Source: an optimization exercise on an open RTL-to-GDS flow (aim: small area, a short achievable clock period and few clock cycles). Production flows keep margins and buffers that such runs may drop. Only simulation tests tie the RTL to the original design; equivalence was not proved. No activity file was given, so power comes from the tool's default toggle rates.

== Q ==
// divider
module divider(
	input wire [31:0] dividend,
	input wire [31:0] divisor,
	input clk,
	input rst,
	input start,
	output wire [31:0] quotient,
	output wire [31:0] remainder,
	output wire busy,
	output wire done
);
Settings: LEC_CHECK=0, CAP_MARGIN=20, CORE_MARGIN=2, CORE_UTILIZATION=40, PLACE_DENSITY=0.6, SETUP_SLACK_MARGIN=2, SLEW_MARGIN=20; clock period 8.0 ns.
standard.sh (not shown) runs the stock make flow with config.mk's settings and CLKGATE_MAP_FILE= SYNTH_SCRIPT=/design/flow/synth_recipe.tcl, a recipe that flattens the netlist after the stock synthesis.
==> flow/flow/run.sh <==
#!/bin/bash
set -euo pipefail
export BUFFER_PORTS_ARGS="-buffer_cell sky130_fd_sc_hd__buf_1"
bash standard.sh > standard_flow.log 2>&1
Q: all stages complete, timing, DRC and antenna checks passed
Testbench counts of Q, summed over its fixed seeds: cycles 6,289.
Input changes introduced in T (baseline for comparison: Q):
--- a/flow/design.v
+++ b/flow/design.v
@@ -9,13 +9,12 @@
 	output wire busy,
 	output wire done
 );
 	reg [31:0] q;
 	reg [31:0] r;
 	reg [32:0] d;
-	reg [3:0] cnt;
 	reg running;
 	reg done_r;
 	assign quotient = q;
 	assign remainder = r;
 	assign busy = running;
 	assign done = done_r;
@@ -49,12 +48,13 @@
 			lzc = v5 ? {1'b0, c5} : 6'd32;
 		end
 	endfunction
 	wire [5:0] za = lzc(dividend);
 	wire [5:0] zb = lzc(divisor);
 	wire b_zero = (divisor == 32'd0);
+	wire b_one = (divisor == 32'd1);
 	wire a_less = (za > zb);              
 	wire [4:0] sh = zb[4:0] - za[4:0];    
 	wire [32:0] s0 = {divisor, 1'b0};
 	wire [32:0] s1 = sh[1] ? {s0[30:0], 2'b0} : s0;
 	wire [32:0] s2 = sh[2] ? {s1[28:0], 4'b0} : s1;
 	wire [32:0] s3 = sh[3] ? {s2[24:0], 8'b0} : s2;
@@ -335,33 +335,34 @@
 	wire sb_G5_31 = sb_G4_31 | (sb_P4_31 & sb_G4_15);
 	wire [31:0] sb_cv = {sb_G5_30, sb_G5_29, sb_G5_28, sb_G5_27, sb_G5_26, sb_G5_25, sb_G5_24, sb_G5_23, sb_G5_22, sb_G5_21, sb_G5_20, sb_G5_19, sb_G5_18, sb_G5_17, sb_G5_16, sb_G4_15, sb_G4_14, sb_G4_13, sb_G4_12, sb_G4_11, sb_G4_10, sb_G4_9, sb_G4_8, sb_G3_7, sb_G3_6, sb_G3_5, sb_G3_4, sb_G2_3, sb_G2_2, sb_G1_1, sb_G0_0, 1'b1};
 	wire [31:0] sb_d = sb_p ^ sb_cv;
 	wire sb_c = sb_G5_31;
 	wire ge2 = sb_c;
 	wire [31:0] r2 = ge2 ? sb_d : r1;
-	always @(posedge clk) begin
+	always @(posedge clk)
 		d <= running ? d >> 2 : s4;
-		cnt <= running ? cnt - 4'd1 : sh[4:1];
+	wire trivial = b_zero | b_one | a_less;
+	wire [31:0] mark = 32'h40000000 >> {sh[4:1], 1'b0};
+	wire acc = ~running & start;
+	wire hold = ~running & ~start;
+	always @(posedge clk) begin
+		r <= ({32{acc}} & dividend & {32{~b_one}}) | ({32{running}} & r2) | ({32{hold}} & r);
+		q <= ({32{acc}} & ({32{b_zero}} | (dividend & {32{b_one}}) | (mark & {32{~trivial}})))
+			| ({32{running}} & {q[29:0], ge1, ge2}) | ({32{hold}} & q);
 	end
 	always @(posedge clk) begin
 		if (rst) begin
 			running <= 1'b0;
 			done_r <= 1'b0;
 		end
 		else if (!running) begin
 			if (start) begin
-				r <= dividend;
-				q <= {32{b_zero}};
-				running <= ~(b_zero | a_less);
-				done_r <= b_zero | a_less;
+				running <= ~trivial;
+				done_r <= trivial;
 			end
 		end
-		else begin
-			r <= r2;
-			q <= {q[29:0], ge1, ge2};
-			if (cnt == 4'd0) begin
-				running <= 1'b0;
-				done_r <= 1'b1;
-			end
+		else if (q[30]) begin
+			running <= 1'b0;
+			done_r <= 1'b1;
 		end
 	end
 endmodule
--- outcome ---
- Post-route met1 wirelength: T > Q
- Where area of the die is concerned, Q is outperformed by T.
- Post-route non-filler standard cell count for T: 8.1% up relative to Q
- Required time of the critical path, Q and T: larger value in T
- Sequential power ends up lower on Q.
- Diff Q -> T: all-layer global routing usage grew by 2.5 points; estimated wirelength of the detail-placed design grew by 13%.
Testbench counts of T, summed over its fixed seeds: cycles 5,255.

========
The RTL this note starts from:
==> flow/design.v <==
module divider(
	input wire [31:0] dividend,
	input wire [31:0] divisor,
	input clk,
	input rst,
	input start,
	output wire [31:0] quotient,
	output wire [31:0] remainder,
	output wire busy,
	output wire done
);
	reg [31:0] q;
	reg [31:0] r;
	reg [32:0] d;
	reg [3:0] cnt;
	reg running;
	reg align;
	reg done_r;
	assign quotient = q;
	assign remainder = r;
	assign busy = running;
	assign done = done_r;
	function [5:0] lzc;
		input [31:0] x;
		integer k;
		begin
			lzc = 6'd32;
			for (k = 0; k < 32; k = k + 1)
				if (x[k]) lzc = 6'd31 - k;
		end
	endfunction
	wire [5:0] zr = lzc(r);
	wire [5:0] zd = lzc(d[31:0]);
	wire d_zero = (d[31:0] == 32'd0);
	wire r_less = (zr > zd);             
	wire [4:0] sh = zd[4:0] - zr[4:0];    
	wire [32:0] d1 = d >> 1;
	wire [33:0] diff1 = {2'b0, r} - {1'b0, d};
	wire ge1 = ~diff1[33];
	wire [31:0] r1 = ge1 ? diff1[31:0] : r;
	wire [32:0] diff2 = {1'b0, r1} - {1'b0, d1[31:0]};
	wire ge2 = ~diff2[32];
	wire [31:0] r2 = ge2 ? diff2[31:0] : r1;
	always @(posedge clk) begin
		if (rst) begin
			running <= 1'b0;
			done_r <= 1'b0;
			align <= 1'b0;
		end
		else if (!running) begin
			if (start) begin
				r <= dividend;
				d <= {1'b0, divisor};
				running <= 1'b1;
				align <= 1'b1;
				done_r <= 1'b0;
			end
		end
		else if (align) begin
			align <= 1'b0;
			q <= {32{d_zero}};
			d <= {d[31:0], 1'b0} << {sh[4:1], 1'b0};
			cnt <= sh[4:1];
			if (d_zero || r_less) begin
				running <= 1'b0;
				done_r <= 1'b1;
			end
		end
		else begin
			r <= r2;
			q <= {q[29:0], ge1, ge2};
			d <= d >> 2;
			cnt <= cnt - 4'd1;
			if (cnt == 4'd0) begin
				running <= 1'b0;
				done_r <= 1'b1;
			end
		end
	end
endmodule
clock: 8.0 ns
lec_check: 0
cap_margin: 20
core_margin: 2
core_utilization: 40
place_density: 0.6
slew_margin: 20
run.sh (not shown) runs the stock make flow with config.mk's settings and CLKGATE_MAP_FILE= SYNTH_SCRIPT=/design/flow/synth_recipe.tcl, a recipe that flattens the netlist after the stock synthesis.
Stock flow here: none of the scripts above is used.
Testbench counts at the start, summed over its fixed seeds: cycles 7,313.
Change:
==> flow/design.v (replaced) <==
module divider(
	input wire [31:0] dividend,
	input wire [31:0] divisor,
	input clk,
	input rst,
	input start,
	output wire [31:0] quotient,
	output wire [31:0] remainder,
	output wire busy,
	output wire done
);
	reg [31:0] q;
	reg [31:0] temp_dividend;
	reg [31:0] d;
	reg [31:0] i;
	reg running;
	reg done_r;
	assign quotient = q;
	assign remainder = temp_dividend;
	assign busy = running;
	assign done = done_r;
	always @(posedge clk) begin
		if (rst) begin
			running <= 1'b0;
			done_r <= 1'b0;
		end
		else if (!running) begin
			if (start) begin
				i <= 31;
				q <= 0;
				temp_dividend <= dividend;
				d <= divisor;
				running <= 1'b1;
				done_r <= 1'b0;
			end
		end
		else begin
			if ({32'b0, temp_dividend} >= ({32'b0, d} << i)) begin
				temp_dividend <= temp_dividend - (d << i);
				q <= q + (1 << i);
			end
			i <= i - 1;
			if (i == 0) begin
				running <= 1'b0;
				done_r <= 1'b1;
			end
		end
	end
endmodule
What happened:
- The new run completed with no timing, DRC or antenna violations
- setup slack loses 0.099 ns
- clock skew hardly moves
- clock power climbs by well over a third
- via count climbs by a few percent
- design area climbs by about a fifth
- total power drops by about a fifth
- area after synthesis climbs by about a fifth
- maximum frequency drops slightly
- critical path depth drops by 7
Testbench counts after the change, summed over its fixed seeds: cycles 33,792.

afterwards: timing with drivers on the ports:
The results above use ideal ports. As a check the final layouts listed here were re-extracted and re-timed, cells and wires unchanged. Step 1 sets driving cells, clkbuf_16 on the clock port and buf_2 on the other inputs (assumed; they add their load-dependent delay and slew). Step 2 also shifts input and output timing later by t, the mid clock arrival at the registers, as if the neighbouring blocks saw the same clock. a / b / c = no drivers / after step 1 / after step 2; a / b = the first two.
run	shift t [ns]	setup WS [ns]	clock arrival spread, ns
Q	0.402	2.268 / 2.268 / 1.914	0.020 / 0.021
T	0.405	2.242 / 2.267 / 1.861	0.013 / 0.013
the first run of note 2	0.411	1.402 / 1.402 / 1.402	0.015 / 0.015
the second run of note 2	0.490	1.304 / 1.304 / 1.304	0.014 / 0.014
After both steps setup and hold are still met in every run listed. For T, which loses most, drivers alone change the setup slack by +0.025 ns; drivers and shift together by -0.381 ns.
